Source: an optimization exercise on an open RTL-to-GDS flow (aim: small area, a short achievable clock period and few clock cycles per item). Production flows keep margins and buffers that such runs may drop. In this exercise RTL edits were held to simulation tests only and were not proved equivalent to the original.

==> flow/design.v, too long to show whole: its modules and the start of the top module <==
// module arctan_step: 34 lines
// module arctan: 1190 lines
// module arctan_top: 29 lines
module arctan_top(
	input             clk,
	input             rst,
	input             in_valid,
	output            in_ready,
	input      [31:0] inx,
	input      [31:0] iny,
	output reg        out_valid,
	output reg [31:0] out
);
  // ...
==> flow/run.sh <==
#!/bin/bash
# synth_recipe.tcl (not shown) runs the flow's synth.tcl, then flattens the netlist and writes it again
# the make line also repeats each setting of config.mk as NAME=value (left out here)
make -C /OpenROAD-flow-scripts/flow DESIGN_CONFIG=/design/flow/config.mk WORK_HOME=/design/flow/orfs CLKGATE_MAP_FILE= SYNTH_SCRIPT=/design/flow/synth_recipe.tcl finish
==> flow/config.mk <==
export PLATFORM = sky130hd
export DESIGN_NAME = arctan_top
export DESIGN_NICKNAME = arctan_top
export VERILOG_FILES = /design/flow/design.v
export SDC_FILE = /design/flow/constraint.sdc
export NUM_CORES = 4
export LEC_CHECK = 0
export CAP_MARGIN = 20
export CORE_MARGIN = 2
export CORE_UTILIZATION = 60
export CTS_BUF_LIST = sky130_fd_sc_hd__clkbuf_8
export SLEW_MARGIN = 20
==> flow/constraint.sdc <==
create_clock -name core_clock -period 200.0 [get_ports {clk}]
set_input_delay 40.0000 -clock core_clock [delete_from_list [all_inputs] [get_ports {clk}]]
set_output_delay 40.0000 -clock core_clock [all_outputs]
set_load 0.01 [all_outputs]
==> summary.txt, run 1 <==
fin nets=8848; GRT Util Overall=0.228; Worst Max-Slew Pin Slew=between 1 and 1.5 ns; met1 Usage GRT=0.314; non-clock buffer total of the final layout=approximately 160; post-CTS sizing=0; Post-synth EDFFs=0; cell taking the most area after synthesis=fa_1; CTS Hold Bufs=0; post-route setup slack=between 150 and 200 ns; number of library cell types mapped by synthesis=39; Peak Freq=23.7 MHz; outcome=timing/DRC/antenna clean; comb_multi_in=about 3600; Inserted Clock Buffers=170; Worst Min Path Start=u_arctan.rd_9[20]$_DFF_P_; metal2 WL=~70 mm; count of final setup violators=0; via count=39241; CP Class=reg -> reg; XOR/XNOR Fraction of Synth Area=0.127; CP Depth=114; FF/Latch Area=19800 sq um; Area growth syn-to-layout=9.03%; most common cell after layout, fill and taps aside=fa_1; Setup TNS=0 ns; DIE AREA=137000 sq um; post-route cell area=~87000 sq um; most common cell in the netlist=fa_1; sequential share of cell area=0.226; Hold Path Depth=0; Max transition margin=0.322; Final GP Congestion=a little under 0.9
Testbench counts, summed over its fixed seeds: cycles 3,304, items 3,200.
==> run 2, diff against run 1 <==
--- a/flow/config.mk
+++ b/flow/config.mk
@@ -9,4 +9,4 @@
 export CORE_MARGIN = 2
-export CORE_UTILIZATION = 60
-export CTS_BUF_LIST = sky130_fd_sc_hd__clkbuf_8
+export CORE_UTILIZATION = 40
+export CTS_BUF_LIST = sky130_fd_sc_hd__clkbuf_4
 export SLEW_MARGIN = 20
==> run 2 against run 1 <==
Net effect: clock-buffer cell count rose by 155; clock skew increased by 0.039 ns; still clean; critical endpoint is now out[31].
==> summary.txt, run 2 <==
Layout Skew=between 0.1 and 0.15 ns; Ys Warns=2; count of final setup violators=0 (unchanged); Inserted Clock Buffers=279 (+64%); share of layout cells above drive strength 1=0.0751; synth cell count leaders=fa_1, inv_1, xnor2_1; Hold Vio Cnt, Final=0; H-tree depth=5; largest net degree at the start of global routing=36; DRC=0; Worst setup EP type=output pin; setup slack at placement=about 160 ns; CP required=around 160 ns; Cell Chain, Critical Path=clkdlybuf4s50_1; Setup TNS=0 ns (unchanged); Tcrit/Tclk final=0.212; Seq/Total Area, Yosys=0.247; die extent in x=between 400 and 500 microns; Skew-Pair Late Insertion Delay=1.25 ns; Top FF cell, synth=dfxtp_1; Slew Limit Fails=0; cell taking the most area after synthesis=fa_1; Syn Std Cell Area=80200 sq um; Final GP Congestion=0.865 (-2.4%); most common cell after layout, fill and taps aside=fa_1; vias per std cell=~4.2; worst hold margin=about 0.24 ns; drt initial violations=~1100; Initial DRT Pass Iterations=5; fin nets=8950 (+1.2%); post-CTS setup buffers=0; Cell Area, Placed=84900 sq um; R2R cell count=roughly 120; Port Buffer Count=between 90 and 100; Num Clock Sinks=approximately 1000; Synth area leaders=fa_1, dfxtp_1, xnor2_1; Post-synth EDFFs=0 (unchanged); Initial Utilization=0.402; chip height=~450 microns; top cell type's share of synthesized area=0.459; Max-Cap Viols=0; min-delay worst type=reg -> reg; initial antenna violation count=4; post-route setup slack=157.60 ns (-0.161 ns); Peak Freq=23.6 MHz (-0.38%); Final ANT Viol Nets=0; Worst Min Path Start=u_arctan.rd_8[19]$_DFF_P_; post-CTS sizing=0 (unchanged); Worst Path Buf+Inv=1; Yosys reg bits=approximately 1000; number of library cell types mapped by synthesis=39 (unchanged); CP Max Fanout=1; num ports=between 100 and 150; Top delay family on crit path=buffers and inverters; vias in the first global route=just under 50000; final wirelength=144 mm; outcome=timing/DRC/antenna clean; post-route cell area=88200 sq um (+0.88%); DIE AREA=204000 sq um (+49%); Max transition margin=0.277 (-0.0458); via count=39491 (+0.64%); TritonCTS clock tree=built; Hold Path Depth=0 (unchanged); Endpoint, Worst Hold=u_arctan.rd_9[19]$_DFF_P_; syn_area_per_cell=about 13 sq um; critical register-to-register path endpoint=u_arctan.ru_4[11]$_DFF_P_; Syn Inst Count=6137; CTS Hold Bufs=0 (unchanged); Startpoint Class=flip-flop; RSZ-0062 raised after global routing=false; Routed WL per cell=between 15 and 20 microns; asr flop ratio synth=0; gr ovfl total=0; GRT Util Overall=0.153 (-0.0757); reg-to-reg startpoint=u_arctan.ru_3[0]$_DFF_P_; CTS root buf=clkbuf_4; Arr. time, crit path=around 2.4 ns; slowest stage delay, CP=0.61 ns; placement row count=roughly 160; Worst Max-Slew Pin Slew=1.06 ns (+0.0485 ns); register-to-register setup slack=about 160 ns; Area growth syn-to-layout=9.98%; CTS max path bufs=4; Critical Path Slowest Stage Cell=clkdlybuf4s50_1; Placeable Area=around 200000 sq um; min Tclk post-route=42.40 ns; most frequent cells in the layout=fa_1, inv_1, dfxtp_1; first-pass GRT wire length=roughly 250 mm; CP Class=reg -> out; most common cell in the netlist=fa_1; detailed placement HPWL=126 mm; clk slew on worst S/H paths=around 0.06 ns
==> run 2: cell counts after synthesis <==
Identical to the previous run, type by type.
==> run 2: cells by family (layout without fill, tap and decap cells) <==
family,count (synthesis),after routing,share of synthesized area
compound gates,34,34,0.00312
flops,988,988,0.247
fa+ha+maj,2415,2415,0.549
mux,1,1,0.000140
xor+xnor,1152,1152,0.127
simple gates,37,37,0.00267
other cells,2,21,0.0000937
buf+inv,1508,2003,0.0715
==> run 2: through the flow <==
step,std cells,util
after CTS,9288,0.442
after floorplan,6139,-
after global routing,9307,0.442
after global placement,8839,0.425
final,9307,0.442
after detailed placement,8841,0.425
==> run 2: per-layer routing <==
metal,vias to the layer above,global-route usage,share of wire
li1,18461,-,-
met1,20363,0.190,0.42
met2,441,0.272,0.53
met3,226,0.0240,0.029
met4,0,0.0460,0.025
met5,-,0,0
==> run 2: worst max path at each step <==
| stage | start | endpoint | slack, ns | cells past startpoint |
|---|---|---|---|---|
| 5_1_grt | u_arctan.rx_4[15]$_DFF_P_ | u_arctan.ru_5[15]$_DFF_P_ | 156.10 | 114 |
| 3_5_place_dp | u_arctan.ru_3[0]$_DFF_P_ | u_arctan.ru_4[4]$_DFF_P_ | 157.61 | 115 |
| 6_report | out[31]$_DFF_P_ | out[31] | 157.60 | 1 |
| 4_1_cts | out[31]$_DFF_P_ | out[31] | 157.27 | 1 |
| 2_1_floorplan | u_arctan.ru_7[0]$_DFF_P_ | u_arctan.ru_8[31]$_DFF_P_ | 159.54 | 115 |
| 3_3_place_gp | u_arctan.rx_4[15]$_DFF_P_ | u_arctan.rd_5[18]$_DFF_P_ | 157.82 | 114 |
==> run 2: layout make-up <==
class	count	area, sq um
diodes	17	42.5
clock buffers	363	2730
clock inverters	84	509
fillers	18566	111000
inverters	1405	5270
multi-input cells	3643	55100
flip-flops and latches	988	19800
well taps	2656	3320
repair buffers	151	1450
==> run 3, diff against run 2 <==
--- a/flow/config.mk
+++ b/flow/config.mk
@@ -10,3 +10,2 @@
 export CORE_UTILIZATION = 40
-export CTS_BUF_LIST = sky130_fd_sc_hd__clkbuf_4
 export SLEW_MARGIN = 20
==> run 3 against run 2 <==
Net effect: still clean; clock skew is 0.047 ns lower; synthesized cell count unchanged; largest cell class unchanged; wire length fell by 1.2%; critical endpoint is now u_arctan.ru_4[4]$_DFF_P_.
==> summary.txt, run 3 <==
fin nets=8776 (-1.9%); Syn Inst Count=6137 (unchanged); count of final setup violators=0 (unchanged); Routed WL per cell=15.7 microns (+1.8%); DRC=0 (unchanged); Top FF cell, synth=dfxtp_1; post-CTS sizing=0 (unchanged); Critical Path Slowest Stage Cell=fa_1; Synth area leaders=fa_1, dfxtp_1, xnor2_1; most common cell after layout, fill and taps aside=fa_1; Port Buffer Count=99 (unchanged); TritonCTS clock tree=built; Worst Max-Slew Pin Slew=1.05 ns (-0.0119 ns); drt initial violations=1034 (-2.2%); Layout Skew=0.0593 ns (-0.0473 ns); Yosys reg bits=988 (unchanged); Worst setup EP type=flip-flop; placement row count=164 (unchanged); crit-path most repeated cell=fa_1; Hold Vio Cnt, Final=0 (unchanged); outcome=timing/DRC/antenna clean; post-CTS setup buffers=0 (unchanged); die extent in x=452 microns (unchanged); Post-synth EDFFs=0 (unchanged); Inserted Clock Buffers=105 (-62%); clk slew on worst S/H paths=0.06 ns (about the same); cell taking the most area after synthesis=fa_1; vias per std cell=4.25 (+0.26%); Slew Limit Fails=0 (unchanged); Initial DRT Pass Iterations=5 (unchanged); Startpoint Class=flip-flop; GRT Util Overall=0.150 (-0.00247); Final ANT Viol Nets=0 (unchanged); diode count=0 (-17); initial antenna violation count=1 (-3); Placeable Area=199000 sq um (unchanged); share of layout cells above drive strength 1=0.0437 (-0.0314); Skew-Pair Late Insertion Delay=0.73 ns (-0.52 ns); most common cell in the netlist=fa_1; final wirelength=142 mm (-1.2%); Max transition margin=0.285 (+0.00815); top cell type's share of synthesized area=0.459 (unchanged); Final GP Congestion=0.865 (unchanged); Initial Utilization=0.402 (unchanged); RSZ-0062 raised after global routing=false; CP Class=reg -> reg; Peak Freq=23.6 MHz (about the same); Setup TNS=0 ns (unchanged); post-route setup slack=157.64 ns (+0.0370 ns); fill cell count=18398 (-0.90%); Seq/Total Area, Yosys=0.247 (unchanged); num ports=101 (unchanged); slowest stage delay, CP=0.53 ns (-0.08 ns); CP required=200.58 ns (+40.58 ns); largest net degree at the start of global routing=36 (unchanged); min Tclk post-route=42.36 ns (-0.0370 ns); most frequent cells in the layout=fa_1, inv_1, dfxtp_1; CTS max path bufs=3 (-1); via count=38448 (-2.6%); CTS Hold Bufs=0 (unchanged); chip height=452 microns (unchanged); first-pass GRT wire length=244 mm (-1.5%); Syn Std Cell Area=80200 sq um (unchanged); DIE AREA=204000 sq um (unchanged); syn_area_per_cell=13.1 sq um (unchanged); Ys Warns=2 (unchanged); CP Max Fanout=33 (+32); Tcrit/Tclk final=0.212 (about the same); Max-Cap Viols=0 (unchanged); min-delay worst type=reg -> reg; number of library cell types mapped by synthesis=39 (unchanged); asr flop ratio synth=0 (unchanged); setup slack at placement=157.61 ns (unchanged); detailed placement HPWL=126 mm (unchanged); gr ovfl total=0 (unchanged); CTS root buf=clkbuf_16; H-tree depth=3 (-2); synth cell count leaders=fa_1, inv_1, xnor2_1; Arr. time, crit path=42.94 ns (+40.54 ns); Area growth syn-to-layout=10.6%; vias in the first global route=46711 (-3.4%); Num Clock Sinks=988 (unchanged)
run 3: area by class of cell:
class                   count  area, sq um  area share
flip-flops and latches    988        19800       0.223
clock inverters            61          852     0.00961
repair buffers            151         1450      0.0163
multi-input cells        3643        55100       0.621
clock buffers             134         2910      0.0328
well taps                2656         3320      0.0375
inverters                1405         5270      0.0595
run 3: path summary, 6_finish.rpt:
kind / from / endpoint / slack [ns] / depth (start not counted)
min: u_arctan.rd_9[0]$_DFF_P_ / u_arctan.rd_10[0]$_DFF_P_ / 0.32 / 0
max reg2reg: u_arctan.ru_3[0]$_DFF_P_ / u_arctan.ru_4[4]$_DFF_P_ / 157.64 / 115
min reg2reg: u_arctan.rd_9[0]$_DFF_P_ / u_arctan.rd_10[0]$_DFF_P_ / 0.32 / 0
max: u_arctan.ru_3[0]$_DFF_P_ / u_arctan.ru_4[4]$_DFF_P_ / 157.64 / 115
run 3: stage by stage:
stage,hold WS (ns),area (sq um),utilization,std cells
3_3_place_gp,0.310,84800,0.425,8839
5_1_grt,0.326,88700,0.445,9038
4_1_cts,0.323,88600,0.444,9036
6_report,0.323,88700,0.445,9038
2_1_floorplan,0.310,80200,-,6139
3_5_place_dp,0.312,84900,0.425,8841
run 3: logic make-up (layout without fill, tap and decap cells):
kind of cell               Yosys count  in the layout  share of synthesized area
adders and majority gates         2415           2415                      0.549
buffers and inverters             1508           1751                     0.0715
xor gates and xnor gates          1152           1152                      0.127
DFF                                988            988                      0.247
and+or+nand+nor                     37             37                    0.00267
AOI/OAI and AO/OA                   34             34                    0.00312
other                                2              4                  0.0000937
muxes                                1              1                   0.000140
run 3: per-layer routing:
| metal | vias up | part of all wire | GRT usage | routed length [microns] |
|---|---|---|---|---|
| met5 | - | 0 | 0 | 0 |
| li1 | 17954 | - | - | - |
| met3 | 172 | 0.024 | 0.0187 | 3440 |
| met4 | 0 | 0.023 | 0.0338 | 3320 |
| met2 | 287 | 0.53 | 0.271 | 75300 |
| met1 | 20035 | 0.42 | 0.192 | 59900 |
run 3: worst max-delay path: cells and delay by family, from the launching register on:
kind       cells  cell delay [ns]
flops          1             0.30
fa+ha+maj     99            39.02
buf+inv       10             1.88
xor+xnor       6             0.93

[static timing again, ports no longer ideal]
In the flow no input, the clock included, has a driving cell. The finished layouts below were timed again as built, in two steps.
Step 1 sets driving cells, clkbuf_16 on the clock port and buf_2 on the other inputs (assumed; they add their load-dependent delay and slew).
Step 2 moves the port delays by t, midway between the first and last clock arrival at a register: inputs arrive t later, outputs are due t later. That takes back most of the time a late clock gives input paths.
Slacks: no drivers / after step 1 / after step 2; pairs: no drivers / after step 1.
run | t, ns | setup WS [ns] | latest minus earliest clock arrival (ns) | worst register clock-pin slew, ns | worst data-port slew with drivers (ns)
run 1 | 0.964 | 157.760 / 157.760 / 157.760 | 0.067 / 0.067 | 0.07 / 0.07 | 0.05
run 2 | 1.288 | 157.599 / 157.516 / 157.638 | 0.116 / 0.117 | 0.08 / 0.08 | 0.05
run 3 | 0.783 | 157.636 / 157.636 / 157.636 | 0.063 / 0.063 | 0.07 / 0.07 | 0.05
After both steps setup and hold are still met in every run listed.
